Background: an optimization exercise with open tools, aiming at small area, a short achievable clock period and few clock cycles. Do not read the settings as production practice.
At most, simulation tests tie the RTL to the original design; equivalence was not proved.
Function not checked in run 2: the RTL went through the layout flow alone.
Power is estimated from default activity; no workload was simulated.

<file path="flow/run.sh">
#!/bin/bash
# synth_recipe.tcl (not shown) runs the flow's synth.tcl, then flattens the netlist and writes it again
# the make line also repeats each setting of config.mk as NAME=value (left out here)
make -C /OpenROAD-flow-scripts/flow DESIGN_CONFIG=/design/flow/config.mk WORK_HOME=/design/flow/orfs CLKGATE_MAP_FILE= SYNTH_SCRIPT=/design/flow/synth_recipe.tcl finish
</file>
<file path="flow/config.mk">
export PLATFORM = sky130hd
export DESIGN_NAME = PLProc
export DESIGN_NICKNAME = PLProc
export VERILOG_FILES = /design/flow/design.v
export SDC_FILE = /design/flow/constraint.sdc
export NUM_CORES = 4
export LEC_CHECK = 0
export CAP_MARGIN = 20
export CORE_MARGIN = 2
export CORE_UTILIZATION = 40
export SLEW_MARGIN = 20
</file>
<file path="flow/design.v">
module PLProc(clk, reset_n, imem_addr, imem_rdata,
              dmem_addr, dmem_wdata, dmem_we, dmem_rdata);
   input  clk;
   input  reset_n;
   output [31:0] imem_addr;
   input  [31:0] imem_rdata;
   output [31:0] dmem_addr;
   output [31:0] dmem_wdata;
   output dmem_we;
   input  [31:0] dmem_rdata;
   wire rst = ~reset_n;
   wire [31:0] inst = imem_rdata;
   wire [3:0]  op  = inst[31:28];
   wire [3:0]  fn  = inst[27:24];
   wire [3:0]  rd  = inst[23:20];
   wire [3:0]  rs1 = inst[19:16];
   wire [3:0]  rs2 = inst[15:12];
   wire [15:0] imm = inst[15:0];
   wire [31:0] sext = {{16{imm[15]}}, imm};
   wire alu_fn  = (fn == 4'b0111) | (fn == 4'b0110) | (fn == 4'b0000) |
                  (fn == 4'b0001) | (fn == 4'b0010) | (fn == 4'b1000) |
                  (fn == 4'b1001) | (fn == 4'b1010);
   wire cmp_fn  = (fn == 4'b0000) | (fn == 4'b0011) | (fn == 4'b0101) |
                  (fn == 4'b0110) | (fn == 4'b1001) | (fn == 4'b1010) |
                  (fn == 4'b1100) | (fn == 4'b1111);
   wire br_fn   = (fn != 4'b0100) & (fn != 4'b0111);
   wire br_reg  = (fn == 4'b0000) | (fn == 4'b0011) | (fn == 4'b0101) |
                  (fn == 4'b0110) | (fn == 4'b1001) | (fn == 4'b1010) |
                  (fn == 4'b1011);
   wire fn0     = (fn == 4'b0000);
   wire d_alur  = (op == 4'b1100) & alu_fn;
   wire d_alui  = (op == 4'b0100) & alu_fn;
   wire d_mvhi  = (op == 4'b0100) & (fn == 4'b1111);
   wire d_cmpr  = (op == 4'b1101) & cmp_fn;
   wire d_cmpi  = (op == 4'b0101) & cmp_fn;
   wire d_lw    = (op == 4'b0111) & fn0;
   wire d_sw    = (op == 4'b0011) & fn0;
   wire d_br    = (op == 4'b0010) & br_fn;
   wire d_jal   = (op == 4'b0110) & fn0;
   wire d_sub   = (fn == 4'b0110);
   wire d_logic = (d_alur | d_alui) & ~fn[2];      
   wire d_wr    = d_alur | d_alui | d_mvhi | d_cmpr | d_cmpi | d_lw | d_jal;
   wire d_cmp   = d_cmpr | d_cmpi;
   reg  [3:0] d_cc;
   always @* begin
      if (op[1]) begin               
         case (fn)
           4'b1011: d_cc = 4'b1111;
           4'b0001: d_cc = 4'b0101;
           4'b0010: d_cc = 4'b0110;
           4'b1000: d_cc = 4'b1100;
           4'b1100: d_cc = 4'b1100;
           4'b1101: d_cc = 4'b1001;
           4'b1110: d_cc = 4'b1010;
           default: d_cc = fn;
         endcase
      end else
         d_cc = fn;                  
   end
   wire d_cz = (d_cc == 4'b0000) | (d_cc == 4'b0110) | (d_cc == 4'b1010) | (d_cc == 4'b1100);
   wire d_cn = (d_cc == 4'b0000) | (d_cc == 4'b0101) | (d_cc == 4'b1001) | (d_cc == 4'b1100);
   wire d_cp = (d_cc == 4'b0000) | (d_cc == 4'b0101) | (d_cc == 4'b1010) | (d_cc == 4'b1111);
   wire [3:0] idx_a = rs1;
   wire [3:0] idx_b = inst[31] ? rs2 : rd;
   reg        v2;                    
   reg [31:0] op1, op2, sd;
   reg        cin;
   reg        e_wr, e_sw, e_lw, e_br, e_jal, e_cmp, e_logic, e_neg;
   reg        e_cz, e_cn, e_cp;
   reg [1:0]  e_lf;                  
   reg        e_linv;                
   reg [3:0]  e_rd;
   reg [31:0] pc;
   reg  [31:0] rf [0:15];
   wire [31:0] result;
   wire        rf_we = v2 & e_wr;
   wire [31:0] rf_wd = result & {32{reset_n}};
   integer i;
   always @(posedge clk) begin
      for (i = 0; i < 16; i = i + 1)
         if (rst | (rf_we & (e_rd == i)))
            rf[i] <= rf_wd;
   end
   wire [31:0] ra = rf[idx_a];
   wire [31:0] rb = rf[idx_b];
   wire fwd_a = rf_we & (e_rd == idx_a);
   wire fwd_b = rf_we & (e_rd == idx_b);
   wire [31:0] va = fwd_a ? result : ra;
   wire [31:0] vb = fwd_b ? result : rb;
   wire zero_a = d_mvhi | (d_br & ~br_reg);
   wire use_b  = d_alur | d_cmpr | d_br;
   wire inv_b  = (d_alur & d_sub) | (d_alui & d_sub) | d_cmp | d_br;
   wire [31:0] immv = d_mvhi ? {imm, 16'h0000} :
                      d_jal  ? {sext[29:0], 2'b00} : sext;
   wire [31:0] n_op1 = zero_a ? 32'h0 : va;
   wire [31:0] n_op2 = (use_b ? vb : immv) ^ {32{inv_b}};
   wire [31:0] n_sd  = d_br ? sext : vb;
   wire e_taken;
   wire [31:0] sum;
   wire [31:0] br_tgt;
   always @(posedge clk) begin
      if (rst) begin
         v2 <= 1'b0;
         pc <= 32'h40;
      end else begin
         v2 <= ~e_taken;
         pc <= e_taken ? (e_jal ? sum : br_tgt) : pc + 32'd4;
      end
      op1    <= n_op1;
      op2    <= n_op2;
      sd     <= n_sd;
      cin    <= inv_b;
      e_wr   <= d_wr;
      e_sw   <= d_sw;
      e_lw   <= d_lw;
      e_br   <= d_br;
      e_jal  <= d_jal;
      e_cmp  <= d_cmp;
      e_logic<= d_logic;
      e_neg  <= d_br;
      e_cz   <= d_cz;
      e_cn   <= d_cn;
      e_cp   <= d_cp;
      e_lf   <= fn[1:0];
      e_linv <= fn[3];
      e_rd   <= rd;
   end
   assign sum = op1 + op2 + {31'b0, cin};
   wire [31:0] lg0 = (e_lf == 2'b00) ? (op1 & op2) :
                     (e_lf == 2'b01) ? (op1 | op2) : (op1 ^ op2);
   wire [31:0] lg  = lg0 ^ {32{e_linv}};
   wire s_z  = (sum == 32'h0);
   wire s_lo = (sum[30:0] == 31'h0);
   wire s_n  = sum[31];
   wire d_z  = s_z;
   wire d_n  = e_neg ? (~s_z & (~s_n | s_lo)) : s_n;
   wire flag = (e_cz & d_z) | (e_cn & d_n) | (e_cp & ~d_z & ~d_n);
   assign br_tgt = pc + {sd[29:0], 2'b00};
   assign e_taken = v2 & (e_jal | (e_br & flag));
   assign result = e_lw    ? dmem_rdata :
                   e_jal   ? pc :
                   e_cmp   ? {31'b0, flag} :
                   e_logic ? lg : sum;
   assign imem_addr  = pc;
   assign dmem_addr  = sum;
   assign dmem_wdata = sd;
   assign dmem_we    = v2 & e_sw;
endmodule
</file>
<file path="flow/constraint.sdc">
create_clock -name core_clock -period 8.5 [get_ports {clk}]
set_input_delay 1.7000 -clock core_clock [delete_from_list [all_inputs] [get_ports {clk}]]
set_output_delay 1.7000 -clock core_clock [all_outputs]
set_load 0.01 [all_outputs]
</file>
==> impl_metrics.yaml, run 1 <==
run_status:
  status: "finished clean"
setup_path:
  worstPathMaxFanout: 9
  crit_arrival_ns: 4.25
  path_class: "reg2out"
  cp.required_ns: 6.80
  startpoint_type: "flip-flop"
  crit_path_end_kind: "output port"
power_and_ir_drop:
  p_comb_frac: 0.302
  p_leak_nw: 14.3
  pwr_density_cell_nw_per_um2: 300
  p_switching_mw: 4.23
  internal-power_mw: 7.70
  seqPwrFrac: 0.425
  swShare: 0.355
  ir_drop_v: 0.000138
  clockPowerShare: 0.273
drt:
  routed_wl_um: 138000
  drtIter0Drc: 4688
  first_pass_iters: 8
  drt_drc_violations_left: 0
  wl_per_cell_um: 30.6
  via_per_inst: 6.56
  drtAntennaViolNets: 0
  via_count: 29500
place:
  place_hpwl_um: 87500
  placed_area_sq_um: 37300
  pre_cts_ws_ns: 2.52
  gp_congestion: 0.986
  port_buffers: 162
timing:
  slew_violations: 0
  setup_viol: 0
  finalClockSkew_ns: 0.0249
  hold_violations: 0
  setup_slack_ns: 2.55
  period_minus_slack_ns: 5.95
  period_share: 0.700
  clock.fmax_mhz: 168
  holdWs_ns: 0.562
  relSlewSlack: 0.170
  tns_ns: 0
  rsz0062_at_grt: "false"
  tightestPinTransition_ns: 1.24
floorplan:
  die_w_um: 296
  coreArea_sq_um: 84900
  dieArea_sq_um: 87800
  start_util: 0.403
  io_pins: 163
  placement_rows: 107
  die_y_um: 296
finish:
  layout-drive-gt1-share: 0.0882
  final_area_sq_um: 39800
  area_delta_synth_final_pct: 16.4
  nets: 3463
yosys:
  synth-compound-area-share: 0.237
  synth_cell_type_count: 81
  ys_ff_latch: 659
  synth-simple-area-share: 0.103
  synth_xor_area_frac: 0.0387
  syn_inst: 3222
  avgSynthCellArea_sq_um: 10.6
  syn-cell-area_sq_um: 34200
  synth_flop_cell: "edfxtp_1"
  synth_edf_count: 512
  synthArstFlopShare: 0
  synth_mux_area_frac: 0.00699
  ys_seq_area_frac: 0.536
  synth_top_family_by_area: "compound AO/OA/AOI/OAI gates"
  yosysWarnings: 2
  synth_fa_ha_area_frac: 0.0362
  synth_nets: 3385
clocking:
  numCtsBuffers: 72
  postCtsResizedCells: 0
  cts_tree: "built"
  cts_buffer_depth: 3
  root_buffer: "clkbuf_16"
  cts.sinks: 659
  htreeDepth: 3
  cts_setup_buffers: 0
  clk_pin_slew_worst_paths_ns: 0.06
  clock_latency_ns: 0.63
  holdBufCountCts: 0
global_route:
  grt_first_pass_wirelength_um: 195000
  grt_max_degree: 65
  overflow: 0
  grtUsageTotal: 0.306
  grt_pass1_vias: 27800
  antenna_found_initial: 4
min_path:
  hold_path.class: "reg2reg"
flow_run:
  drv_cap: 0
per-layer routing:
layer  vias up  part of all wire  global-route usage
li1      12600                 -                   -
met1     14100              0.38               0.396
met2      2358              0.44               0.481
met3       463              0.13              0.0826
met4         4             0.046               0.131
met5         -           0.00014                   0
flip-flops by register name, summed over array words and instances, names as in the netlist:
signal / flops
pc: 32
e_lf: 2
e_sw: 1
cin: 1
e_cp: 1
e_wr: 1
e_linv: 1
op2: 32
e_rd: 4
e_logic: 1
sd: 32
e_cmp: 1
e_neg: 1
rf: 512
e_cn: 1
op1: 32
e_cz: 1
v2: 1
e_jal: 1
e_lw: 1
layout by cell type (no fill, tap or decap), drive strengths merged, types with 18 or more instances in the layout:
| cell type | count |
|---|---|
| nand2b | 24 |
| o22ai | 65 |
| a211oi | 69 |
| and2 | 30 |
| clkdlybuf4s50 | 161 |
| a21oi | 288 |
| nand2 | 163 |
| a211o | 18 |
| a21o | 27 |
| nor2 | 246 |
| nand4 | 80 |
| xnor2 | 113 |
| edfxtp | 512 |
| o21ai | 124 |
| a22oi | 332 |
| dfxtp | 147 |
| inv | 137 |
| buf | 81 |
| clkinv | 24 |
| nor3 | 28 |
| ha | 94 |
| a221oi | 90 |
| nand3 | 106 |
| a22o | 62 |
| clkbuf | 91 |
| xor2 | 38 |
Yosys cell counts (30+ instances only):
master / count / area [sq um]
a211oi_1: 66 / 495
a21oi_1: 285 / 1430
a221oi_1: 89 / 780
a22o_1: 62 / 543
a22oi_1: 332 / 2490
and2_1: 30 / 188
clkbuf_1: 183 / 687
dfxtp_1: 147 / 2940
edfxtp_1: 512 / 15400
ha_1: 94 / 1180
inv_1: 130 / 488
nand2_1: 163 / 612
nand3_1: 105 / 526
nand4_1: 79 / 494
nor2_1: 246 / 923
o21ai_0: 114 / 571
o22ai_1: 64 / 400
xnor2_1: 113 / 990
xor2_1: 38 / 333
layout make-up:
cell class | instances | area, sq um
tap | 1144 | 1430
fill | 7877 | 45100
clock buffer | 91 | 1990
clock inverter | 40 | 442
multi-input combinational | 2194 | 14900
timing repair buffer | 242 | 2230
antenna | 1 | 2.50
sequential | 659 | 18300
inverter | 131 | 492
cell families (layout without fill, tap and decap cells):
| family | after synthesis | count (layout) |
|---|---|---|
| AOI/OAI and AO/OA | 1182 | 1182 |
| xor gates and xnor gates | 151 | 151 |
| adders and majority gates | 97 | 97 |
| buffers and inverters | 369 | 504 |
| DFF | 659 | 659 |
| muxes | 22 | 22 |
| other | 0 | 1 |
| and+or+nand+nor | 742 | 742 |
worst max-delay path, stage by stage, from the launching register on:
cell and delay (ns):
dfxtp_1 0.33, inv_1 0.05, ha_1 0.40, a21oi_1 0.30, o21ai_0 0.27, a32oi_1 0.32, nand3_2 0.23, a41oi_2 0.30
nor3b_1 0.09, a211oi_2 0.60, inv_1 0.18, clkdlybuf4s50_1 0.54
power by group through the flow:
stage / sequential (mW) / clock [mW] / combinational, mW
final: 5.07 / 3.26 / 3.60
after floorplan: 4.94 / 0 / 2.03
after detailed placement: 5.10 / 0 / 3.47
after global routing: 5.13 / 3.39 / 3.82
after global placement: 5.10 / 0 / 3.47
after CTS: 5.04 / 3.27 / 3.48
per-stage QoR:
step,std cells,utilization,total power [mW]
floorplan,3222,-,6.97
global placement,4369,0.440,8.57
detailed placement,4369,0.440,8.58
CTS,4500,0.469,11.8
global route,4501,0.469,12.3
finish,4502,0.469,11.9
worst paths after layout:
check / startpoint / end / slack, ns / cells after the start
worst min-delay path: pc[1]$_SDFFE_PN0P_ / pc[1]$_SDFFE_PN0P_ / 0.56 / 2
worst min register to register: pc[1]$_SDFFE_PN0P_ / pc[1]$_SDFFE_PN0P_ / 0.56 / 2
worst max register to register: op1[0]$_SDFF_PP0_ / rf[11][0]$_DFFE_PP_ / 2.70 / 15
worst max-delay path: op1[10]$_SDFF_PP0_ / dmem_addr[31] / 2.55 / 11
Testbench counts, summed over its fixed seeds: cycles 128,337.
==> run 2, diff against run 1 <==
--- a/flow/design.v
+++ b/flow/design.v
@@ -64,6 +64,11 @@
    wire [3:0] idx_b = inst[31] ? rs2 : rd;
-   reg        v2;                    
+   wire zero_a = d_mvhi | (d_br & ~br_reg);
+   wire use_a  = d_alur | d_alui | d_cmp | d_lw | d_sw | d_jal | (d_br & br_reg);
+   wire use_b  = d_alur | d_cmpr | d_br;
+   wire inv_b  = (d_alur & d_sub) | (d_alui & d_sub) | d_cmp | d_br;
+   reg [31:0] pc;                    
+   reg        v2;
    reg [31:0] op1, op2, sd;
    reg        cin;
-   reg        e_wr, e_sw, e_lw, e_br, e_jal, e_cmp, e_logic, e_neg;
+   reg        e_wr, e_sw, e_lw, e_br, e_jal, e_cmp, e_logic, e_neg, e_sdl;
    reg        e_cz, e_cn, e_cp;
@@ -72,7 +77,10 @@
    reg [3:0]  e_rd;
-   reg [31:0] pc;
+   reg        v3, m_wr, m_lw, m_sw;
+   reg [3:0]  m_rd;
+   reg [31:0] m_x;                   
+   reg [31:0] m_sd;                  
    reg  [31:0] rf [0:15];
-   wire [31:0] result;
-   wire        rf_we = v2 & e_wr;
-   wire [31:0] rf_wd = result & {32{reset_n}};
+   wire [31:0] m_res = m_lw ? dmem_rdata : m_x;
+   wire        rf_we = v3 & m_wr;
+   wire [31:0] rf_wd = m_res & {32{reset_n}};
    integer i;
@@ -80,14 +88,31 @@
       for (i = 0; i < 16; i = i + 1)
-         if (rst | (rf_we & (e_rd == i)))
+         if (rst | (rf_we & (m_rd == i)))
             rf[i] <= rf_wd;
    end
+   wire [31:0] sum = op1 + op2 + {31'b0, cin};
+   wire [31:0] lg0 = (e_lf == 2'b00) ? (op1 & op2) :
+                     (e_lf == 2'b01) ? (op1 | op2) : (op1 ^ op2);
+   wire [31:0] lg  = lg0 ^ {32{e_linv}};
+   wire s_z  = (sum == 32'h0);
+   wire s_lo = (sum[30:0] == 31'h0);
+   wire s_n  = sum[31];
+   wire d_z  = s_z;
+   wire d_n  = e_neg ? (~s_z & (~s_n | s_lo)) : s_n;
+   wire flag = (e_cz & d_z) | (e_cn & d_n) | (e_cp & ~d_z & ~d_n);
+   wire [31:0] br_tgt = pc + {sd[29:0], 2'b00};
+   wire        taken  = v2 & (e_jal | (e_br & flag));
+   wire [31:0] e_res = e_jal   ? pc :
+                       e_cmp   ? {31'b0, flag} :
+                       e_logic ? lg : sum;
+   wire e_fw = v2 & e_wr & ~e_lw;    
+   wire e_ld = v2 & e_lw;            
+   wire m_fw = v3 & m_wr;
    wire [31:0] ra = rf[idx_a];
    wire [31:0] rb = rf[idx_b];
-   wire fwd_a = rf_we & (e_rd == idx_a);
-   wire fwd_b = rf_we & (e_rd == idx_b);
-   wire [31:0] va = fwd_a ? result : ra;
-   wire [31:0] vb = fwd_b ? result : rb;
-   wire zero_a = d_mvhi | (d_br & ~br_reg);
-   wire use_b  = d_alur | d_cmpr | d_br;
-   wire inv_b  = (d_alur & d_sub) | (d_alui & d_sub) | d_cmp | d_br;
+   wire [31:0] va = (e_fw & (e_rd == idx_a)) ? e_res :
+                    (m_fw & (m_rd == idx_a)) ? m_res : ra;
+   wire [31:0] vb = (e_fw & (e_rd == idx_b)) ? e_res :
+                    (m_fw & (m_rd == idx_b)) ? m_res : rb;
+   wire stall = e_ld & ((use_a & (e_rd == idx_a)) | (use_b & (e_rd == idx_b)));
+   wire sdl   = e_ld & (e_rd == idx_b);    
    wire [31:0] immv = d_mvhi ? {imm, 16'h0000} :
@@ -97,12 +122,11 @@
    wire [31:0] n_sd  = d_br ? sext : vb;
-   wire e_taken;
-   wire [31:0] sum;
-   wire [31:0] br_tgt;
    always @(posedge clk) begin
       if (rst) begin
+         pc <= 32'h40;
          v2 <= 1'b0;
-         pc <= 32'h40;
+         v3 <= 1'b0;
       end else begin
-         v2 <= ~e_taken;
-         pc <= e_taken ? (e_jal ? sum : br_tgt) : pc + 32'd4;
+         pc <= taken ? (e_jal ? sum : br_tgt) : stall ? pc : pc + 32'd4;
+         v2 <= ~taken & ~stall;
+         v3 <= v2;
       end
@@ -120,2 +144,3 @@
       e_neg  <= d_br;
+      e_sdl  <= sdl;
       e_cz   <= d_cz;
@@ -126,23 +151,13 @@
       e_rd   <= rd;
+      m_wr   <= e_wr;
+      m_lw   <= e_lw;
+      m_sw   <= e_sw;
+      m_rd   <= e_rd;
+      m_x    <= e_res;
+      m_sd   <= e_sdl ? dmem_rdata : sd;
    end
-   assign sum = op1 + op2 + {31'b0, cin};
-   wire [31:0] lg0 = (e_lf == 2'b00) ? (op1 & op2) :
-                     (e_lf == 2'b01) ? (op1 | op2) : (op1 ^ op2);
-   wire [31:0] lg  = lg0 ^ {32{e_linv}};
-   wire s_z  = (sum == 32'h0);
-   wire s_lo = (sum[30:0] == 31'h0);
-   wire s_n  = sum[31];
-   wire d_z  = s_z;
-   wire d_n  = e_neg ? (~s_z & (~s_n | s_lo)) : s_n;
-   wire flag = (e_cz & d_z) | (e_cn & d_n) | (e_cp & ~d_z & ~d_n);
-   assign br_tgt = pc + {sd[29:0], 2'b00};
-   assign e_taken = v2 & (e_jal | (e_br & flag));
-   assign result = e_lw    ? dmem_rdata :
-                   e_jal   ? pc :
-                   e_cmp   ? {31'b0, flag} :
-                   e_logic ? lg : sum;
    assign imem_addr  = pc;
-   assign dmem_addr  = sum;
-   assign dmem_wdata = sd;
-   assign dmem_we    = v2 & e_sw;
+   assign dmem_addr  = m_x;
+   assign dmem_wdata = m_sd;
+   assign dmem_we    = v3 & m_sw;
 endmodule
--- a/flow/config.mk
+++ b/flow/config.mk
@@ -7,2 +7,3 @@
 export LEC_CHECK = 0
+export ABC_CLOCK_PERIOD_IN_PS = 2800
 export CAP_MARGIN = 20
@@ -10,2 +11,3 @@
 export CORE_UTILIZATION = 40
+export SETUP_SLACK_MARGIN = 5
 export SLEW_MARGIN = 20
==> run 2 against run 1 <==
Against the previous run:
- still clean on timing, DRC and antenna
- synthesized area rose by 9.5%
- count of clock-buffer cells in the layout rose by 17
- cell count rose by 13%
==> impl_metrics.yaml, run 2 <==
yosys:
  synth_mux_area_frac: 0.0321
  yosys-top-cells-area: "edfxtp_1 (41%), dfxtp_1 (12%), a22oi_1 (7.5%)"
  synthArstFlopShare: 0
  synth_common_cells: "edfxtp_1 (512), a22oi_1 (374), a21oi_1 (254)"
  syn_inst: 3489
  synth_most_common_cell: "edfxtp_1"
  synth_edf_count: 512
  synth_flop_cell: "edfxtp_1"
  synth_xor_area_frac: 0.0353
  synth-compound-area-share: 0.229
  yosys.area.top_type: "edfxtp_1"
  syn-cell-area_sq_um: 37400
  avgSynthCellArea_sq_um: 10.7
  yosysWarnings: 2
  synth_fa_ha_area_frac: 0.0330
  synth_top_area_frac: 0.411
  synth_cell_type_count: 87
  synth-simple-area-share: 0.104
  ys_ff_latch: 732
  ys_seq_area_frac: 0.528
  synth_nets: 3652
  synth_top_family_by_area: "compound AO/OA/AOI/OAI gates"
setup_path:
  cp.required_ns: 8.97
  path_delay_family: "compound AO/OA/AOI/OAI gates"
  r2r.worst_path.cells: 14
  startpoint_type: "flip-flop"
  reg2reg_from: "cin$_DFF_P_"
  path_cells: "fa_2, fa_2, a21oi_4, o2111a_2, xor2_4, o211ai_1, a2111oi_4, o221ai_2, or4_4, or3_4, a221o_2, buf_6, a21oi_2, a211oi_2"
  path_class: "reg2reg"
  r2r-end: "pc[24]$_SDFFE_PN0P_"
  worst-path-stages: 14
  critical_path.endpoint: "pc[24]$_SDFFE_PN0P_"
  slowest_stage: "or4_4"
  path_common_cell: "fa_2"
  worstPathMaxFanout: 8
  crit_arrival_ns: 5.12
  cp_slowest_stage_delay_ns: 0.56
  regToRegSetupSlack_ns: 3.85
  crit_start: "cin$_DFF_P_"
  crit_path_end_kind: "flip-flop"
  crit_buf_inv: 1
finish:
  top_register: "rf"
  area_delta_synth_final_pct: 28.3
  layout-drive-gt1-share: 0.248
  multi_input_area_sq_um: 19000
  final_cell_mix: "edfxtp_1 (512), a22oi_1 (295), nor2_1 (215), dfxtp_1 (182), a21oi_1 (177)"
  num-fill-cells: 8081
  nets: 3914
  seqCellArea_sq_um: 19800
  largest_reg_flops: 512
  final_common_cell: "edfxtp_1"
min_path:
  min_from: "e_sw$_DFF_P_"
  hold_path.class: "reg2reg"
clocking:
  cts_tree: "built"
  root_buffer: "clkbuf_16"
  clk_pin_slew_worst_paths_ns: 0.06
  cts_buffer_depth: 3
  cts.sinks: 732
  clock_latency_ns: 0.65
  holdBufCountCts: 0
  numCtsBuffers: 78
  htreeDepth: 3
power_and_ir_drop:
  finalPower_mw: 12.6
  ir_drop_v: 0.000143
  p_leak_nw: 17.1
  pwr_density_cell_nw_per_um2: 263
floorplan:
  coreArea_sq_um: 93000
  placement_rows: 112
  die_y_um: 310
  die_w_um: 310
  io_pins: 163
  start_util: 0.402
  dieArea_sq_um: 96000
timing:
  tns_ns: 0
  hold_violations: 0
  clock.fmax_mhz: 215
  holdWs_ns: 0.332
  period_minus_slack_ns: 4.65
  finalClockSkew_ns: 0.0271
  setup_slack_ns: 3.85
  relSlewSlack: 0.211
  setup_viol: 0
  slew_violations: 0
  tightestPinTransition_ns: 1.15
  period_share: 0.547
  rsz0062_at_grt: "true"
drt:
  via_per_inst: 6.66
  wl_per_cell_um: 32.7
  routed_wl_um: 166000
  drtIter0Drc: 5219
  drtAntennaViolNets: 0
  first_pass_iters: 6
  drt_drc_violations_left: 0
  via_count: 33800
global_route:
  grt_first_pass_wirelength_um: 230000
  overflow: 0
  grtUsageTotal: 0.333
  grt_pass1_vias: 32000
  antenna_found_initial: 6
  grt_max_degree: 65
run_status:
  status: "finished clean"
place:
  pre_cts_ws_ns: 2.46
  gp_congestion: 0.954
  place_hpwl_um: 98000
  port_buffers: 162
flow_run:
  drv_cap: 0
## run 2: changes by cell type in the layout (fill, tap and decap cells not counted), sizes merged, moves of 40 or more
cell,delta
a221oi,-40
nor3,+52
buf,+198
o22ai,-52
dfxtp,+73
mux2i,+52
a22oi,+42
## run 2: area by class of cell
class | instances | share of cell area
Antenna cell | 2 | 0.000104
Clock buffer | 108 | 0.0445
Clock inverter | 33 | 0.00724
Inverter | 114 | 0.00891
Multi-Input combinational cell | 2389 | 0.396
Sequential cell | 732 | 0.413
Tap cell | 1254 | 0.0327
Timing Repair Buffer | 436 | 0.0980
## run 2: worst register-to-register path, delay by kind of cell (launching register included)
| kind | cells | cell delay, ns |
|---|---|---|
| and+or+nand+nor | 2 | 0.96 |
| AOI/OAI and AO/OA | 8 | 1.90 |
| adders and majority gates | 2 | 0.90 |
| DFF | 1 | 0.32 |
| xor gates and xnor gates | 1 | 0.21 |
| buffers and inverters | 1 | 0.18 |
## run 2: how the worst min path moves through the flow
stage	to	slack (ns)	cells after the start
floorplan	m_sw$_DFF_P_	0.31	0
global placement	m_sw$_DFF_P_	0.31	0
detailed placement	m_sw$_DFF_P_	0.33	0
CTS	m_sw$_DFF_P_	0.33	0
global route	m_sw$_DFF_P_	0.36	0
finish	m_sw$_DFF_P_	0.33	0
## run 2: logic make-up (layout without fill, tap and decap cells)
family / Yosys count / in the layout
other cells: 0 / 2
mux: 113 / 113
buf+inv: 372 / 691
fa+ha+maj: 97 / 97
xor+xnor: 151 / 151
simple gates: 808 / 811
compound gates: 1216 / 1217
flops: 732 / 732
## run 2: per-layer routing
| metal | global-route usage | vias up | part of all wire |
|---|---|---|---|
| met2 | 0.514 | 2637 | 0.44 |
| met1 | 0.415 | 16400 | 0.36 |
| met3 | 0.0996 | 661 | 0.13 |
| met4 | 0.194 | 10 | 0.069 |
| li1 | - | 14100 | - |
| met5 | 0 | - | 0.00035 |
## run 2: through the flow
step	instance area (sq um)	utilization	instances
after floorplan	38700	-	3489
after CTS	46800	0.503	5013
after global routing	48000	0.516	5066
after detailed placement	41400	0.444	4730
after global placement	41400	0.444	4730
final	48000	0.516	5068
## run 2: power by group
part | switching, mW | internal, mW | leakage [nW]
registers | 0.557 | 4.73 | 7.07
clock network | 1.49 | 1.87 | 1.21
logic | 2.46 | 1.51 | 8.83
## run 2: timing repair
action / CTS / global route
pin swaps: 119 / 162
setup endpoints to repair: 162 / 400
setup buffers: 131 / 49
resized for setup: 430 / 186
gates cloned: 11 / 4
==> run 3, diff against run 2 <==
--- a/flow/design.v
+++ b/flow/design.v
@@ -77,3 +77,3 @@
    reg [3:0]  e_rd;
-   reg        v3, m_wr, m_lw, m_sw;
+   reg        v3, m_wr, m_lw, m_we;
    reg [3:0]  m_rd;
@@ -91,3 +91,4 @@
    end
-   wire [31:0] sum = op1 + op2 + {31'b0, cin};
+   wire [31:0] sum;
+   KSAdd32 adder(.a(op1), .b(op2), .ci(cin), .s(sum));
    wire [31:0] lg0 = (e_lf == 2'b00) ? (op1 & op2) :
@@ -95,7 +96,8 @@
    wire [31:0] lg  = lg0 ^ {32{e_linv}};
-   wire s_z  = (sum == 32'h0);
-   wire s_lo = (sum[30:0] == 31'h0);
+   wire [31:0] ab_p = op1 ^ op2;
+   wire [31:0] ab_o = op1 | op2;
+   wire s_lo = &(ab_p[30:0] ~^ {ab_o[29:0], cin});
    wire s_n  = sum[31];
-   wire d_z  = s_z;
-   wire d_n  = e_neg ? (~s_z & (~s_n | s_lo)) : s_n;
+   wire d_z  = s_lo & ~s_n;
+   wire d_n  = e_neg ? ~(s_n ^ s_lo) : s_n;
    wire flag = (e_cz & d_z) | (e_cn & d_n) | (e_cp & ~d_z & ~d_n);
@@ -115,3 +117,4 @@
                     (m_fw & (m_rd == idx_b)) ? m_res : rb;
-   wire stall = e_ld & ((use_a & (e_rd == idx_a)) | (use_b & (e_rd == idx_b)));
+   wire stall = e_ld & ((e_rd == idx_a) |
+                        ((e_rd == idx_b) & (inst[31] | (op == 4'b0010))));
    wire sdl   = e_ld & (e_rd == idx_b);    
@@ -127,2 +130,3 @@
          v3 <= 1'b0;
+         m_we <= 1'b0;
       end else begin
@@ -131,2 +135,3 @@
          v3 <= v2;
+         m_we <= v2 & e_sw;
       end
@@ -153,3 +158,2 @@
       m_lw   <= e_lw;
-      m_sw   <= e_sw;
       m_rd   <= e_rd;
@@ -161,3 +165,28 @@
    assign dmem_wdata = m_sd;
-   assign dmem_we    = v3 & m_sw;
+   assign dmem_we    = m_we;
 endmodule
+module KSAdd32(a, b, ci, s);
+   input  [31:0] a, b;
+   input         ci;
+   output [31:0] s;
+   wire [31:0] p = a ^ b;
+   wire [31:0] g0 = {a[31:1] & b[31:1], (a[0] & b[0]) | (p[0] & ci)};
+   wire [31:0] p0 = p;
+   wire [31:0] g1, p1, g2, p2, g3, p3, g4, p4, g5, p5;
+   genvar i;
+   generate
+      for (i = 0; i < 32; i = i + 1) begin : lv
+         if (i >= 1)  begin assign g1[i] = g0[i] | (p0[i] & g0[i-1]);   assign p1[i] = p0[i] & p0[i-1];   end
+         else         begin assign g1[i] = g0[i];                       assign p1[i] = p0[i];             end
+         if (i >= 2)  begin assign g2[i] = g1[i] | (p1[i] & g1[i-2]);   assign p2[i] = p1[i] & p1[i-2];   end
+         else         begin assign g2[i] = g1[i];                       assign p2[i] = p1[i];             end
+         if (i >= 4)  begin assign g3[i] = g2[i] | (p2[i] & g2[i-4]);   assign p3[i] = p2[i] & p2[i-4];   end
+         else         begin assign g3[i] = g2[i];                       assign p3[i] = p2[i];             end
+         if (i >= 8)  begin assign g4[i] = g3[i] | (p3[i] & g3[i-8]);   assign p4[i] = p3[i] & p3[i-8];   end
+         else         begin assign g4[i] = g3[i];                       assign p4[i] = p3[i];             end
+         if (i >= 16) begin assign g5[i] = g4[i] | (p4[i] & g4[i-16]);  assign p5[i] = p4[i] & p4[i-16];  end
+         else         begin assign g5[i] = g4[i];                       assign p5[i] = p4[i];             end
+      end
+   endgenerate
+   assign s = p ^ {g5[30:0], ci};
+endmodule
==> run 3 against run 2 <==
Against the previous run:
- via count increased by 6.0%
- clock power rose by 9.8%
- count of clock-buffer cells in the layout fell by 8
- sequential power hardly changed
- largest power group unchanged
==> impl_metrics.yaml, run 3 <==
yosys:
  yosysWarnings: 2
  synth_nets: 3737
  synth_flop_cell: "edfxtp_1"
  avgSynthCellArea_sq_um: 10.7
  synth_edf_count: 512
  yosys.area.top_type: "edfxtp_1"
  yosys-top-cells-area: "edfxtp_1 (40%), dfxtp_1 (12%), a22oi_1 (7.6%)"
  synth_cell_type_count: 99
  synthArstFlopShare: 0
  syn_inst: 3573
  syn-cell-area_sq_um: 38200
  synth_most_common_cell: "edfxtp_1"
  ys_seq_area_frac: 0.518
  ys_ff_latch: 732
  synth_common_cells: "edfxtp_1 (512), a22oi_1 (386), nand2_1 (246)"
  synth_top_area_frac: 0.403
finish:
  largest_reg_flops: 512
  fin_util: 0.527
  multi_input_area_sq_um: 19400
  layout-drive-gt1-share: 0.254
  seqCellArea_sq_um: 19800
  layout.cells.non_filler: 5246
  final_area_sq_um: 50000
  area_delta_synth_final_pct: 30.9
  nets: 4076
  num-fill-cells: 8032
  top_register: "rf"
  final_common_cell: "edfxtp_1"
  final_cell_mix: "edfxtp_1 (512), a22oi_1 (333), nand2_1 (220), buf_4 (212), nor2_1 (193)"
floorplan:
  placement_rows: 113
  io_pins: 163
  die_w_um: 313
  dieArea_sq_um: 98000
  coreArea_sq_um: 94900
  start_util: 0.403
  die_y_um: 313
power_and_ir_drop:
  ir_drop_v: 0.000173
  p_leak_nw: 18.4
  pwr_density_cell_nw_per_um2: 264
timing:
  rsz0062_at_grt: "true"
  slew_violations: 0
  finalClockSkew_ns: 0.0381
  clock.fmax_mhz: 259
  tns_ns: 0
  period_minus_slack_ns: 3.87
  setup_viol: 0
  relSlewSlack: 0.257
  hold_violations: 0
  period_share: 0.455
  tightestPinTransition_ns: 1.11
place:
  port_buffers: 162
  placed_cells: 4821
  place_hpwl_um: 106000
  placed_area_sq_um: 41300
  gp_congestion: 1.02
setup_path:
  slowest_stage: "o32ai_4"
  cp.required_ns: 9.00
  path_cells: "buf_16, buf_12, nand3b_1, buf_4, buf_6, a22oi_2, buf_6, clkbuf_16, buf_12, buf_4, a22oi_2, nand2_2, o32ai_4, mux2_4, nand2_4, a31oi_2, xnor2_1"
  path_class: "in2reg"
  worstPathMaxFanout: 8
  crit_buf_inv: 8
  crit_arrival_ns: 4.37
  path_delay_family: "buffers and inverters"
  startpoint_type: "input port"
  crit_path_end_kind: "flip-flop"
  cp_slowest_stage_delay_ns: 0.40
clocking:
  htreeDepth: 3
  holdBufCountCts: 0
  clk_pin_slew_worst_paths_ns: 0.06
  cts.sinks: 732
  root_buffer: "clkbuf_16"
  clock_latency_ns: 0.66
  cts_tree: "built"
  cts_buffer_depth: 3
  numCtsBuffers: 79
drt:
  via_per_inst: 6.82
  routed_wl_um: 188000
  drtAntennaViolNets: 0
  drt_drc_violations_left: 0
  first_pass_iters: 9
  wl_per_cell_um: 35.8
  drtIter0Drc: 6315
  via_count: 35800
global_route:
  grt_max_degree: 65
  grt_first_pass_wirelength_um: 253000
  grtUsageTotal: 0.362
  antenna_found_initial: 13
  grt_pass1_vias: 33600
  overflow: 0
run_status:
  status: "finished clean"
flow_run:
  drv_cap: 0
min_path:
  hold_path.class: "reg2reg"
run 3: changes by cell type after synthesis, sizes merged, moves of 29 or more:
cell    previous run  this run
a21oi            254       209
buf               38       109
nor3              80        51
xor2              37        76
clkbuf           220       156
nand2            167       248
run 3: where the power goes:
group          internal, mW  total, mW  switching [mW]  leakage, nW
clock network          2.15       3.69            1.54         1.33
logic                  1.59       4.22            2.62         9.98
registers              4.73       5.30           0.566         7.07
total                  8.47       13.2            4.73         18.4
run 3: worst paths after layout:
kind,from,endpoint,slack [ns],cells after the start
worst max-delay path,imem_rdata[31],op2[23]$_DFF_P_,4.63,17
worst max register to register,op2[0]$_DFF_P_,op2[20]$_DFF_P_,4.91,14
worst min-delay path,e_wr$_DFF_P_,m_wr$_DFF_P_,0.38,0
worst min register to register,e_wr$_DFF_P_,m_wr$_DFF_P_,0.38,0
run 3: logic make-up (layout without fill, tap and decap cells):
logic type	Yosys count	after routing	synth area share
AND/OR/NAND/NOR	860	862	0.110
flip-flops	732	732	0.518
buffers and inverters	390	791	0.0430
multiplexers	114	114	0.0316
other	0	2	0
adder cells (fa/ha/maj)	98	98	0.0329
AO/OA/AOI/OAI	1195	1198	0.222
XOR/XNOR	184	184	0.0422
run 3: layout make-up:
class                           instances  share of cell area
Sequential cell                       732               0.397
Multi-Input combinational cell       2456               0.388
Timing Repair Buffer                  518               0.119
Clock buffer                          100              0.0438
Tap cell                             1265              0.0317
Clock inverter                         48              0.0115
Inverter                              125             0.00946
Antenna cell                            2            0.000100
run 3: through the flow:
step	hold slack (ns)	worst slack [ns]	power (mW)
2_1_floorplan	0.331	4.61	6.99
5_1_grt	0.382	4.64	13.5
4_1_cts	0.372	4.81	12.7
6_report	0.376	4.63	13.2
3_3_place_gp	0.366	2.55	8.61
3_5_place_dp	0.353	2.46	8.60
run 3: repair_timing:
action,in CTS,in global routing
gates resized for setup,532,199
buffers inserted,161,81
setup endpoints to repair,388,199
pin swaps,164,167
cloned,30,3
run 3: per-layer routing:
metal  vias up  routed length, um  track usage
li1      14400                  -            -
met1     17300              63200        0.421
met2      3143              81100        0.556
met3       924              25500        0.119
met4        20              17900        0.276
met5         -                268            0
Testbench counts of run 3, summed over its fixed seeds: cycles 130,139.
==> run 4, diff against run 3 <==
--- a/flow/config.mk
+++ b/flow/config.mk
@@ -13 +13,2 @@
 export SLEW_MARGIN = 20
+export TNS_END_PERCENT = 5
==> run 4 against run 3 <==
Against the previous run:
- clock skew is 0.0056 ns lower
- sequential power is essentially flat
- register-to-register slack worse by 0.13 ns
- flip-flop and latch count did not move
- sequential share of layout area grew 2.4 points
- cell count decreased by 2.7%
- total power fell by 4.3%
- critical path depth decreased by 5
- critical path type unchanged
- critical endpoint is now op2[0]$_DFF_P_
==> impl_metrics.yaml, run 4 <==
global_route:
  grt_max_degree: 65
  antenna_found_initial: 10
  grt_first_pass_wirelength_um: 245000
  grtUsageTotal: 0.348
  grt_pass1_vias: 32900
  overflow: 0
run_status:
  status: "finished clean"
yosys:
  synth_top_area_frac: 0.403
  ys_ff_latch: 732
  yosys-top-cells-area: "edfxtp_1 (40%), dfxtp_1 (12%), a22oi_1 (7.6%)"
  synthArstFlopShare: 0
  yosys.area.top_type: "edfxtp_1"
  synth_most_common_cell: "edfxtp_1"
  yosysWarnings: 2
  avgSynthCellArea_sq_um: 10.7
  ys_seq_area_frac: 0.518
  synth_nets: 3737
  synth_cell_type_count: 99
  synth_common_cells: "edfxtp_1 (512), a22oi_1 (386), nand2_1 (246)"
  synth_edf_count: 512
  synth_flop_cell: "edfxtp_1"
  syn_inst: 3573
  syn-cell-area_sq_um: 38200
setup_path:
  crit_path_end_kind: "flip-flop"
  r2r.worst_path.cells: 12
  reg2reg_from: "op2[26]$_DFF_P_"
  crit_arrival_ns: 4.37
  cp.required_ns: 9.03
  worstPathMaxFanout: 14
  path_class: "in2reg"
  cp_slowest_stage_delay_ns: 0.50
  path_cells: "buf_8, buf_12, or3b_4, a22oi_2, buf_4, buf_6, a22oi_2, a41oi_2, a21oi_2, or4_1, o2111a_1, o311ai_1"
  crit_buf_inv: 4
  worst-path-stages: 12
  slowest_stage: "or4_1"
  path_common_cell: "a22oi_2"
  r2r-end: "op1[0]$_SDFF_PP0_"
  startpoint_type: "input port"
  path_delay_family: "compound AO/OA/AOI/OAI gates"
  regToRegSetupSlack_ns: 4.78
finish:
  multi_input_area_sq_um: 18200
  final_common_cell: "edfxtp_1"
  seqCellArea_sq_um: 19800
  layout-drive-gt1-share: 0.179
  num-fill-cells: 8391
  area_delta_synth_final_pct: 23.1
  fin_util: 0.496
  final_cell_mix: "edfxtp_1 (512), a22oi_1 (375), nand2_1 (237), nor2_1 (212), dfxtp_1 (210)"
  nets: 3936
  top_register: "rf"
  largest_reg_flops: 512
timing:
  hold_violations: 0
  slew_violations: 0
  finalClockSkew_ns: 0.0326
  relSlewSlack: 0.240
  period_minus_slack_ns: 3.83
  tns_ns: 0
  setup_viol: 0
  rsz0062_at_grt: "true"
  clock.fmax_mhz: 261
  period_share: 0.451
  tightestPinTransition_ns: 1.14
drt:
  via_count: 34300
  drtIter0Drc: 5482
  wl_met1_um: 60400
  drtAntennaViolNets: 0
  drt_drc_violations_left: 0
  highest_layer: "met5"
  first_pass_iters: 6
  routed_wl_um: 176000
  dr_wl_met2_um: 76100
  wl_met3_um: 22100
  via_per_inst: 6.72
  wl_per_cell_um: 34.4
floorplan:
  dieArea_sq_um: 98000
  io_pins: 163
  coreArea_sq_um: 94900
  die_y_um: 313
  placement_rows: 113
  start_util: 0.403
  die_w_um: 313
clocking:
  holdBufCountCts: 0
  cts.sinks: 732
  htreeDepth: 3
  cts_tree: "built"
  cts_buffer_depth: 3
  numCtsBuffers: 78
  clk_pin_slew_worst_paths_ns: 0.06
  clock_latency_ns: 0.65
  root_buffer: "clkbuf_16"
power_and_ir_drop:
  p_leak_nw: 17.2
  pwr_density_cell_nw_per_um2: 269
  ir_drop_v: 0.000150
  finalPower_mw: 12.6
min_path:
  hold_path.class: "reg2reg"
  min_path_cells: 0
  min_from: "e_wr$_DFF_P_"
  whs_endpoint: "m_wr$_DFF_P_"
place:
  gp_congestion: 1.02
  port_buffers: 162
  place_hpwl_um: 106000
flow_run:
  drv_cap: 0
-- run 4: cell counts after synthesis --
No cell type changed its count.
-- run 4: how the worst max path moves through the flow --
stage               startpoint                   to  slack (ns)
6_report        imem_rdata[31]       op2[0]$_DFF_P_        4.67
3_3_place_gp    imem_rdata[31]      op2[27]$_DFF_P_        2.69
5_1_grt         imem_rdata[31]       op2[4]$_DFF_P_        4.64
2_1_floorplan   imem_rdata[14]  pc[14]$_SDFFE_PN0P_        4.61
3_5_place_dp    imem_rdata[31]      op2[27]$_DFF_P_        2.66
4_1_cts        op2[12]$_DFF_P_  pc[28]$_SDFFE_PN0P_        4.80
-- run 4: power by group --
group	leakage, nW	switching, mW	total [mW]	internal, mW
clock	1.28	1.51	3.59	2.07
sequential	7.06	0.553	5.28	4.72
combinational	8.91	2.41	3.77	1.35
-- run 4: timing repair --
action                                  4_1_cts  5_1_grt
setup buffers                               106       16
gates resized for setup                     341       63
cloned                                       16        1
endpoints found under the setup margin      146      146
pin swaps                                    78       39
-- run 4: cells by family (layout without fill, tap and decap cells) --
family / Yosys count / count (layout) / synth area share
other: 0 / 6 / 0
buffers and inverters: 390 / 648 / 0.0430
flip-flops: 732 / 732 / 0.518
AO/OA/AOI/OAI: 1195 / 1197 / 0.222
AND/OR/NAND/NOR: 860 / 862 / 0.110
multiplexers: 114 / 114 / 0.0316
adder cells (fa/ha/maj): 98 / 98 / 0.0329
XOR/XNOR: 184 / 184 / 0.0422
-- run 4: metal layers --
metal  GRT usage  up-vias
li1            -    14200
met1       0.411    16300
met2       0.527     3010
met3       0.104      812
met4       0.282       12
met5    0.000484        -
-- run 4: layout make-up --
class	count	area share
sequential	732	0.421
clock inverter	44	0.0126
tap	1265	0.0337
timing repair buffer	380	0.0901
antenna	6	0.000319
multi-input combinational	2455	0.388
inverter	125	0.0101
clock buffer	99	0.0445
-- run 4: worst register-to-register path, cell delays in order (launching register included) --
cell and delay [ns]:
dfxtp_1 0.42, inv_1 0.07, ha_2 0.47, xor2_2 0.32
nand4_1 0.14, or4_1 0.61, nor4_4 0.41, buf_4 0.20
nor3b_1 0.05, mux2i_1 0.13, a41oi_1 0.18, or2_1 0.33
a211oi_1 0.30
-- run 4: stage by stage --
stage | cells | hold WS (ns) | area (sq um) | setup slack (ns)
2_1_floorplan | 3573 | 0.331 | 38400 | 4.61
3_3_place_gp | 4817 | 0.357 | 41200 | 2.69
3_5_place_dp | 4818 | 0.345 | 41200 | 2.66
4_1_cts | 5083 | 0.366 | 46500 | 4.80
5_1_grt | 5100 | 0.385 | 47000 | 4.64
6_report | 5106 | 0.367 | 47000 | 4.67
==> run 5, diff against run 4 <==
--- a/flow/design.v
+++ b/flow/design.v
@@ -39,6 +39,13 @@
    wire d_jal   = (op == 4'b0110) & fn0;
-   wire d_sub   = (fn == 4'b0110);
-   wire d_logic = (d_alur | d_alui) & ~fn[2];      
    wire d_wr    = d_alur | d_alui | d_mvhi | d_cmpr | d_cmpi | d_lw | d_jal;
-   wire d_cmp   = d_cmpr | d_cmpi;
+   wire op_alu  = (op[2:0] == 3'b100);            
+   wire op_cmp  = (op[2:0] == 3'b101);            
+   wire op_br   = (op == 4'b0010);
+   wire s_cmp   = op_cmp;
+   wire s_logic = op_alu & ~fn[2];                
+   wire s_inv   = op_cmp | op_br | (op_alu & (fn == 4'b0110));
+   wire s_zeroa = (op_alu & (fn == 4'b1111)) | (op_br & ~br_reg);
+   wire s_useb  = op[3] | (~op[2] & ~op[0]);      
+   wire s_mvhi  = op_alu & (fn == 4'b1111);
+   wire s_jal   = (op == 4'b0110);
    reg  [3:0] d_cc;
@@ -64,6 +71,2 @@
    wire [3:0] idx_b = inst[31] ? rs2 : rd;
-   wire zero_a = d_mvhi | (d_br & ~br_reg);
-   wire use_a  = d_alur | d_alui | d_cmp | d_lw | d_sw | d_jal | (d_br & br_reg);
-   wire use_b  = d_alur | d_cmpr | d_br;
-   wire inv_b  = (d_alur & d_sub) | (d_alui & d_sub) | d_cmp | d_br;
    reg [31:0] pc;                    
@@ -71,4 +74,4 @@
    reg [31:0] op1, op2, sd;
-   reg        cin;
-   reg        e_wr, e_sw, e_lw, e_br, e_jal, e_cmp, e_logic, e_neg, e_sdl;
+   reg        e_inv;
+   reg        e_wr, e_sw, e_lw, e_br, e_jal, e_cmp, e_logic, e_sdl;
    reg        e_cz, e_cn, e_cp;
@@ -91,13 +94,24 @@
    end
+   reg [31:0] rfa, rfb;
+   integer k;
+   always @* begin
+      rfa = 32'h0;
+      rfb = 32'h0;
+      for (k = 0; k < 16; k = k + 1) begin
+         rfa = rfa | (rf[k] & {32{idx_a == k}});
+         rfb = rfb | (rf[k] & {32{idx_b == k}});
+      end
+   end
+   wire [31:0] opb = op2;             
    wire [31:0] sum;
-   KSAdd32 adder(.a(op1), .b(op2), .ci(cin), .s(sum));
+   KSAdd32 adder(.a(op1), .b(opb), .ci(e_inv), .s(sum));
    wire [31:0] lg0 = (e_lf == 2'b00) ? (op1 & op2) :
-                     (e_lf == 2'b01) ? (op1 | op2) : (op1 ^ op2);
+                     (e_lf == 2'b01) ? (op1 | op2) : (op1 ^ op2);    
    wire [31:0] lg  = lg0 ^ {32{e_linv}};
-   wire [31:0] ab_p = op1 ^ op2;
-   wire [31:0] ab_o = op1 | op2;
-   wire s_lo = &(ab_p[30:0] ~^ {ab_o[29:0], cin});
+   wire [31:0] ab_p = op1 ^ opb;
+   wire [31:0] ab_o = op1 | opb;
+   wire s_lo = &(ab_p[30:0] ~^ {ab_o[29:0], e_inv});
    wire s_n  = sum[31];
    wire d_z  = s_lo & ~s_n;
-   wire d_n  = e_neg ? ~(s_n ^ s_lo) : s_n;
+   wire d_n  = e_br ? ~(s_n ^ s_lo) : s_n;
    wire flag = (e_cz & d_z) | (e_cn & d_n) | (e_cp & ~d_z & ~d_n);
@@ -111,16 +125,20 @@
    wire m_fw = v3 & m_wr;
-   wire [31:0] ra = rf[idx_a];
-   wire [31:0] rb = rf[idx_b];
-   wire [31:0] va = (e_fw & (e_rd == idx_a)) ? e_res :
-                    (m_fw & (m_rd == idx_a)) ? m_res : ra;
-   wire [31:0] vb = (e_fw & (e_rd == idx_b)) ? e_res :
-                    (m_fw & (m_rd == idx_b)) ? m_res : rb;
+   wire fea = e_fw & (e_rd == idx_a);
+   wire fma = m_fw & (m_rd == idx_a) & ~fea;
+   wire feb = e_fw & (e_rd == idx_b);
+   wire fmb = m_fw & (m_rd == idx_b) & ~feb;
+   wire ra_en = ~fea & ~fma;
+   wire rb_en = ~feb & ~fmb;
+   wire [31:0] xa = (e_res & {32{fea}}) | (m_res & {32{fma}});
+   wire [31:0] xb = (e_res & {32{feb}}) | (m_res & {32{fmb}});
    wire stall = e_ld & ((e_rd == idx_a) |
-                        ((e_rd == idx_b) & (inst[31] | (op == 4'b0010))));
+                        ((e_rd == idx_b) & (inst[31] | op_br)));
    wire sdl   = e_ld & (e_rd == idx_b);    
-   wire [31:0] immv = d_mvhi ? {imm, 16'h0000} :
-                      d_jal  ? {sext[29:0], 2'b00} : sext;
-   wire [31:0] n_op1 = zero_a ? 32'h0 : va;
-   wire [31:0] n_op2 = (use_b ? vb : immv) ^ {32{inv_b}};
-   wire [31:0] n_sd  = d_br ? sext : vb;
+   wire [31:0] immv = s_mvhi ? {imm, 16'h0000} :
+                      s_jal  ? {sext[29:0], 2'b00} : sext;
+   wire [31:0] n_op1 = (rfa & {32{ra_en & ~s_zeroa}}) | (xa & {32{~s_zeroa}});
+   wire [31:0] n_op2 = ((rfb & {32{rb_en & s_useb}}) |
+                        (xb & {32{s_useb}}) | (immv & {32{~s_useb}})) ^ {32{s_inv}};
+   wire [31:0] n_sd  = (rfb & {32{rb_en & ~op_br}}) |
+                       (xb & {32{~op_br}}) | (sext & {32{op_br}});
    always @(posedge clk) begin
@@ -140,3 +158,3 @@
       sd     <= n_sd;
-      cin    <= inv_b;
+      e_inv  <= s_inv;
       e_wr   <= d_wr;
@@ -146,5 +164,4 @@
       e_jal  <= d_jal;
-      e_cmp  <= d_cmp;
-      e_logic<= d_logic;
-      e_neg  <= d_br;
+      e_cmp  <= s_cmp;
+      e_logic<= s_logic;
       e_sdl  <= sdl;
==> flow/flow/run.sh (new file) <==
#!/bin/bash
# Layout flow: the standard flow (standard.sh), with the port buffers that
# buffer_ports inserts on every input and output made sky130_fd_sc_hd__buf_2
# instead of the default delay-cell buffer. Everything else is unchanged.
set -euo pipefail
bash standard.sh "BUFFER_PORTS_ARGS=-buffer_cell sky130_fd_sc_hd__buf_2" finish > flow_make.log 2>&1
==> flow/standard.sh (new file) <==
#!/bin/bash
# synth_recipe.tcl (not shown) runs the flow's synth.tcl, then flattens the netlist and writes it again
# the make line also repeats each setting of config.mk as NAME=value (left out here)
make -C /OpenROAD-flow-scripts/flow DESIGN_CONFIG=/design/flow/config.mk WORK_HOME=/design/flow/orfs CLKGATE_MAP_FILE= SYNTH_SCRIPT=/design/flow/synth_recipe.tcl "${@:-finish}"
--- a/flow/config.mk
+++ b/flow/config.mk
@@ -7,3 +7,2 @@
 export LEC_CHECK = 0
-export ABC_CLOCK_PERIOD_IN_PS = 2800
 export CAP_MARGIN = 20
removed: flow/run.sh
==> run 5 against run 4 <==
Against the previous run:
- critical path type unchanged
- wire length down 3.7%
- critical path depth increased by 2
- largest cell class unchanged
- flip-flop and latch count unchanged
- via count down 1.0%
- synthesized area down 0.53%
==> impl_metrics.yaml, run 5 <==
clocking:
  cts.sinks: 732
  root_buffer: "clkbuf_16"
  cts_tree: "built"
  holdBufCountCts: 0
  htreeDepth: 3
  clk_pin_slew_worst_paths_ns: 0.06
  clock_latency_ns: 0.66
  numCtsBuffers: 80
  cts_buffer_depth: 3
drt:
  routed_wl_um: 169000
  drtIter0Drc: 6371
  drtAntennaViolNets: 0
  via_count: 34000
  via_per_inst: 6.73
  wl_per_cell_um: 33.5
  first_pass_iters: 9
  drt_drc_violations_left: 0
floorplan:
  die_y_um: 312
  coreArea_sq_um: 94600
  die_w_um: 312
  placement_rows: 113
  start_util: 0.402
  dieArea_sq_um: 97500
  io_pins: 163
yosys:
  synth_cell_type_count: 80
  synth_most_common_cell: "edfxtp_1"
  syn-cell-area_sq_um: 38000
  avgSynthCellArea_sq_um: 10.7
  ys_ff_latch: 732
  synth_edf_count: 512
  syn_inst: 3564
  synth_nets: 3728
  yosysWarnings: 2
  yosys.area.top_type: "edfxtp_1"
  synth_common_cells: "edfxtp_1 (512), a22oi_1 (374), nor2_1 (290)"
  synth_top_area_frac: 0.405
  synthArstFlopShare: 0
  synth_flop_cell: "edfxtp_1"
  yosys-top-cells-area: "edfxtp_1 (40%), dfxtp_1 (12%), a22oi_1 (7.4%)"
  ys_seq_area_frac: 0.521
finish:
  area_delta_synth_final_pct: 19.6
  nets: 3881
  layout-drive-gt1-share: 0.208
  largest_reg_flops: 512
  final_common_cell: "edfxtp_1"
  final_cell_mix: "edfxtp_1 (512), a22oi_1 (346), nor2_1 (274), nand2_1 (207), dfxtp_1 (200)"
  top_register: "rf"
  layout.cells.non_filler: 5050
setup_path:
  worstPathMaxFanout: 15
  path_delay_family: "buffers and inverters"
  slowest_stage: "nand3b_1"
  cp.required_ns: 9.03
  path_class: "in2reg"
  path_common_cell: "buf_4"
  crit_arrival_ns: 4.27
  cp_slowest_stage_delay_ns: 0.31
  startpoint_type: "input port"
  crit_buf_inv: 5
  path_cells: "buf_16, nand3b_1, buf_4, a22oi_2, buf_4, clkbuf_16, a22o_1, a221oi_1, o211ai_1, buf_4, nor2_1, a21oi_2, nor3_2, nor3_2"
  crit_path_end_kind: "flip-flop"
power_and_ir_drop:
  ir_drop_v: 0.000147
  pwr_density_cell_nw_per_um2: 278
  p_leak_nw: 17.1
global_route:
  grtUsageTotal: 0.325
  grt_pass1_vias: 31600
  grt_first_pass_wirelength_um: 230000
  overflow: 0
  antenna_found_initial: 13
  grt_max_degree: 65
timing:
  finalClockSkew_ns: 0.0306
  tns_ns: 0
  hold_violations: 0
  tightestPinTransition_ns: 1.32
  setup_viol: 0
  relSlewSlack: 0.0967
  period_minus_slack_ns: 3.74
  rsz0062_at_grt: "true"
  clock.fmax_mhz: 267
  period_share: 0.440
  slew_violations: 0
place:
  port_buffers: 162
  placed_cells: 4807
  place_hpwl_um: 102000
  gp_congestion: 1.03
run_status:
  status: "finished clean"
flow_run:
  drv_cap: 0
min_path:
  hold_path.class: "reg2reg"
run 5: cell types whose count changed in the layout (fill, tap and decap cells not counted), sizes merged, moves of 18 or more:
cell           change
a21oi             -32
a221oi            +40
a22o              +43
a22oi             -18
buf              +102
clkdlybuf4s50    -142
mux2i             +30
nand2             -33
nand3             +42
nand4             -40
nor2              +64
o22a              -21
o22ai             -26
run 5: cell type report:
class                           instances  area [sq um]
Timing Repair Buffer                  335          2790
Fill cell                            8442         49100
Antenna cell                            6          15.0
Tap cell                             1265          1580
Multi-Input combinational cell       2451         18200
Sequential cell                       732         19800
Clock buffer                          105          2180
Inverter                              117           442
Clock inverter                         39           469
run 5: logic make-up after synthesis:
kind of cell / synth area share
simple gates: 0.110
fa+ha+maj: 0.0331
xor+xnor: 0.0426
buf+inv: 0.0403
mux: 0.0400
flops: 0.521
compound gates: 0.213
run 5: repair_timing:
| action | 4_1_cts | 5_1_grt |
|---|---|---|
| cloned | 3 | 10 |
| resized for setup | 127 | 233 |
| setup endpoints to repair | 137 | 264 |
| setup buffers | 23 | 57 |
| pin swaps | 15 | 60 |
run 5: per-stage QoR:
stage	hold slack [ns]	area [sq um]	util	setup slack (ns)	total power, mW
final	0.358	45500	0.481	4.76	12.7
after global routing	0.367	45400	0.480	4.76	13.0
after CTS	0.361	43900	0.464	4.87	12.2
after detailed placement	0.349	40400	0.427	3.45	8.57
after global placement	0.350	40400	0.427	3.43	8.57
after floorplan	0.331	38400	-	4.62	7.10
run 5: report_power, final:
part	total [mW]	switching, mW	internal, mW
Clock	3.58	1.52	2.06
Sequential	5.29	0.555	4.73
Combinational	3.79	2.49	1.30
run 5: final timing paths:
kind,from,end,slack [ns],cells past startpoint
max,imem_rdata[31],sd[24]$_DFF_P_,4.76,14
min,e_wr$_DFF_P_,m_wr$_DFF_P_,0.36,0
max reg2reg,op2[0]$_DFF_P_,sd[24]$_DFF_P_,4.93,15
min reg2reg,e_wr$_DFF_P_,m_wr$_DFF_P_,0.36,0
run 5: worst reg2reg max path, delay by kind of cell (launching register included):
family / cells / cell delay [ns]
and+or+nand+nor: 3 / 0.48
buffers and inverters: 3 / 0.29
DFF: 1 / 0.35
adders and majority gates: 2 / 0.64
AOI/OAI and AO/OA: 7 / 1.72
run 5: per-layer routing:
layer | routed length [um] | up-vias | global-route usage | share of wire
li1 | - | 13900 | - | -
met1 | 61200 | 16300 | 0.416 | 0.36
met2 | 71600 | 2953 | 0.491 | 0.42
met3 | 24100 | 766 | 0.101 | 0.14
met4 | 12200 | 14 | 0.176 | 0.072
met5 | 82 | - | 0 | 0.00048
Testbench counts of run 5, summed over its fixed seeds: cycles 130,139.
==> run 6, diff against run 5 <==
==> flow/flow/run.sh (replaced) <==
#!/bin/bash
# Layout flow: the standard flow (standard.sh) with two changes:
#  - the buffers that buffer_ports puts on every input and output port are
#    sky130_fd_sc_hd__buf_2 instead of the default delay-cell buffer;
#  - clock tree synthesis clusters up to 30 sinks within 50 um per leaf
#    buffer and inserts no dummy loads.
# Everything else (synthesis, floorplan, power grid, placement, routing) is
# the standard flow. make's output goes to flow_make.log; ORFS keeps each
# step's log under orfs/logs.
set -euo pipefail
bash standard.sh \
  "BUFFER_PORTS_ARGS=-buffer_cell sky130_fd_sc_hd__buf_2" \
  "CTS_ARGS=-sink_clustering_enable -repair_clock_nets -dont_use_dummy_load -sink_clustering_size 30 -sink_clustering_max_diameter 50" \
  finish > flow_make.log 2>&1
--- a/flow/config.mk
+++ b/flow/config.mk
@@ -9,3 +9,3 @@
 export CORE_MARGIN = 2
-export CORE_UTILIZATION = 40
+export CORE_UTILIZATION = 55
 export SETUP_SLACK_MARGIN = 5
==> run 6 against run 5 <==
Against the previous run:
- flip-flop and latch count did not move
- synthesized area is the same
- die area is 27% lower
- non-clock buffer count down 7
- fmax increased by 0.68%
- combinational power up 1%
- clock power decreased by 21%
- sequential power is 0.8% lower
==> impl_metrics.yaml, run 6 <==
run_status:
  status: "finished clean"
timing:
  slew_violations: 0
  period_share: 0.437
  finalClockSkew_ns: 0.0662
  tightestPinTransition_ns: 1.29
  setup_viol: 0
  period_minus_slack_ns: 3.72
  clock.fmax_mhz: 269
  hold_violations: 0
  relSlewSlack: 0.113
  tns_ns: 0
  holdWs_ns: 0.372
  rsz0062_at_grt: "true"
yosys:
  synth_top_area_frac: 0.405
  synth_nets: 3728
  yosys-top-cells-area: "edfxtp_1 (40%), dfxtp_1 (12%), a22oi_1 (7.4%)"
  synth_flop_cell: "edfxtp_1"
  syn_inst: 3564
  synth_cell_type_count: 80
  synthArstFlopShare: 0
  avgSynthCellArea_sq_um: 10.7
  syn-cell-area_sq_um: 38000
  synth_edf_count: 512
  synth_common_cells: "edfxtp_1 (512), a22oi_1 (374), nor2_1 (290)"
  synth_most_common_cell: "edfxtp_1"
  yosys.area.top_type: "edfxtp_1"
  ys_seq_area_frac: 0.521
  ys_ff_latch: 732
  yosysWarnings: 2
floorplan:
  dieArea_sq_um: 71200
  io_pins: 163
  die_w_um: 267
  die_y_um: 267
  start_util: 0.555
  coreArea_sq_um: 68500
  placement_rows: 96
place:
  placed_area_sq_um: 39900
  gp_congestion: 0.972
  place_hpwl_um: 97300
  port_buffers: 162
power_and_ir_drop:
  p_comb_frac: 0.322
  seqPwrFrac: 0.441
  p_leak_nw: 16.7
  p_switching_mw: 4.29
  finalPower_mw: 11.9
  ir_drop_v: 0.000239
  clockPowerShare: 0.238
  pwr_density_cell_nw_per_um2: 270
  swShare: 0.360
  internal-power_mw: 7.63
finish:
  final_common_cell: "edfxtp_1"
  num-fill-cells: 5284
  area_delta_synth_final_pct: 16.0
  final_area_sq_um: 44100
  largest_reg_flops: 512
  layout-drive-gt1-share: 0.200
  fin_util: 0.644
  final_cell_mix: "edfxtp_1 (512), a22oi_1 (348), nor2_1 (270), nand2_1 (205), dfxtp_1 (200)"
  nets: 3869
  multi_input_area_sq_um: 18100
  top_register: "rf"
  seqCellArea_sq_um: 19800
global_route:
  grt_pass1_vias: 31700
  antenna_found_initial: 3
  overflow: 0
  grt_max_degree: 65
  grtUsageTotal: 0.432
  grt_first_pass_wirelength_um: 221000
clocking:
  root_buffer: "clkbuf_16"
  clock_latency_ns: 0.64
  cts_tree: "built"
  clk_pin_slew_worst_paths_ns: 0.06
  htreeDepth: 3
  cts_buffer_depth: 3
  holdBufCountCts: 0
  numCtsBuffers: 76
  cts.sinks: 732
drt:
  drt_drc_violations_left: 0
  drtAntennaViolNets: 0
  first_pass_iters: 8
  wl_met3_um: 21500
  routed_wl_um: 161000
  highest_layer: "met5"
  drtIter0Drc: 5682
  via_per_inst: 7.32
  via_count: 33600
  dr_wl_met2_um: 70600
  wl_per_cell_um: 35.0
  wl_met1_um: 57100
setup_path:
  slowest_stage: "nor4_2"
  r2r-end: "op1[30]$_DFF_P_"
  worstPathMaxFanout: 12
  path_cells: "buf_16, or3b_4, a22oi_2, buf_4, clkbuf_16, buf_12, a22oi_1, nand2_1, nor4_2, nand2_1, a31oi_1, o22ai_1, xor2_1"
  startpoint_type: "input port"
  r2r.worst_path.cells: 14
  cp.required_ns: 8.96
  crit_path_end_kind: "flip-flop"
  cp_slowest_stage_delay_ns: 0.44
  path_class: "in2reg"
  crit_arrival_ns: 4.17
  reg2reg_from: "op2[0]$_DFF_P_"
  regToRegSetupSlack_ns: 4.86
  path_common_cell: "nand2_1"
min_path:
  whs_endpoint: "m_wr$_DFF_P_"
  min_path_cells: 0
  min_from: "e_wr$_DFF_P_"
  hold_path.class: "reg2reg"
flow_run:
  drv_cap: 0
[run 6: worst max path at each step]
stage	start	end	slack, ns	cells after the start
6_report	imem_rdata[31]	op2[5]$_DFF_P_	4.78	13
5_1_grt	imem_rdata[14]	op2[16]$_DFF_P_	4.77	14
4_1_cts	imem_rdata[13]	op2[31]$_DFF_P_	4.91	13
3_5_place_dp	imem_rdata[31]	pc[21]$_SDFFE_PN0P_	3.65	11
3_3_place_gp	imem_rdata[31]	pc[21]$_SDFFE_PN0P_	3.73	11
2_1_floorplan	imem_rdata[31]	op2[27]$_DFF_P_	4.62	14
[run 6: layout make-up]
cell class / count / share of cell area
Antenna cell: 3 / 0.000170
Sequential cell: 732 / 0.450
Clock buffer: 76 / 0.0432
Timing Repair Buffer: 328 / 0.0610
Inverter: 117 / 0.0100
Multi-Input combinational cell: 2450 / 0.411
Tap cell: 882 / 0.0250
[run 6: timing repair]
| item | CTS | global route |
|---|---|---|
| cloned | 3 | 8 |
| pin swaps | 25 | 55 |
| buffers inserted | 38 | 41 |
| gates resized for setup | 156 | 177 |
| setup endpoints to repair | 163 | 629 |
[run 6: logic make-up after synthesis]
kind of cell,synth area share
flops,0.521
xor+xnor,0.0426
fa+ha+maj,0.0331
buf+inv,0.0403
mux,0.0400
simple gates,0.110
compound gates,0.213
[run 6: worst max-delay path, delay by kind of cell]
family	cells	cell delay, ns
compound gates	4	0.75
buf+inv	4	0.63
xor+xnor	1	0.17
simple gates	4	0.92
[run 6: through the flow]
| step | worst slack (ns) | cells |
|---|---|---|
| floorplan | 4.62 | 3564 |
| global placement | 3.73 | 4418 |
| detailed placement | 3.65 | 4418 |
| CTS | 4.91 | 4535 |
| global route | 4.77 | 4585 |
| finish | 4.78 | 4588 |
[run 6: per-layer routing]
layer,track usage,up-vias
met4,0.250,2
li1,-,13900
met5,0,-
met1,0.546,16100
met2,0.666,2876
met3,0.120,721
[run 6: power groups by stage]
stage                     logic [mW]  clock network [mW]  registers (mW)
final                           3.83                2.83            5.25
after global routing            4.01                2.97            5.28
after CTS                       3.47                2.84            5.20
after detailed placement        3.27                   0            5.27
after global placement          3.24                   0            5.26
after floorplan                 1.99                   0            5.11

[static timing again, ports no longer ideal]
Ports are ideal in the flow. The routed layouts listed here were re-timed in OpenROAD. Step 1, drivers: a clkbuf_16 drives clk and a buf_2 each remaining input, both assumed. Step 2 also shifts input and output timing later by t, the mid clock arrival at the registers, as if the neighbouring blocks saw the same clock. a / b / c = ideal ports / drivers / drivers and shift; a / b = the first two.
run | t, ns | setup slack, ns | cell pins on the clock port's net
run 1 | 0.696 | 2.552 / 2.478 / 2.204 | 1
run 2 | 0.712 | 3.855 / 3.855 / 3.480 | 1
run 3 | 0.710 | 4.633 / 4.618 / 3.908 | 1
run 4 | 0.704 | 4.668 / 4.700 / 3.996 | 1
run 5 | 0.719 | 4.759 / 4.643 / 3.924 | 1
run 6 | 0.679 | 4.784 / 4.709 / 4.029 | 1
After both steps every run listed still meets setup and hold. The setup slack of run 5, which loses most, moves by -0.116 ns with the drivers and by -0.835 ns with both steps.
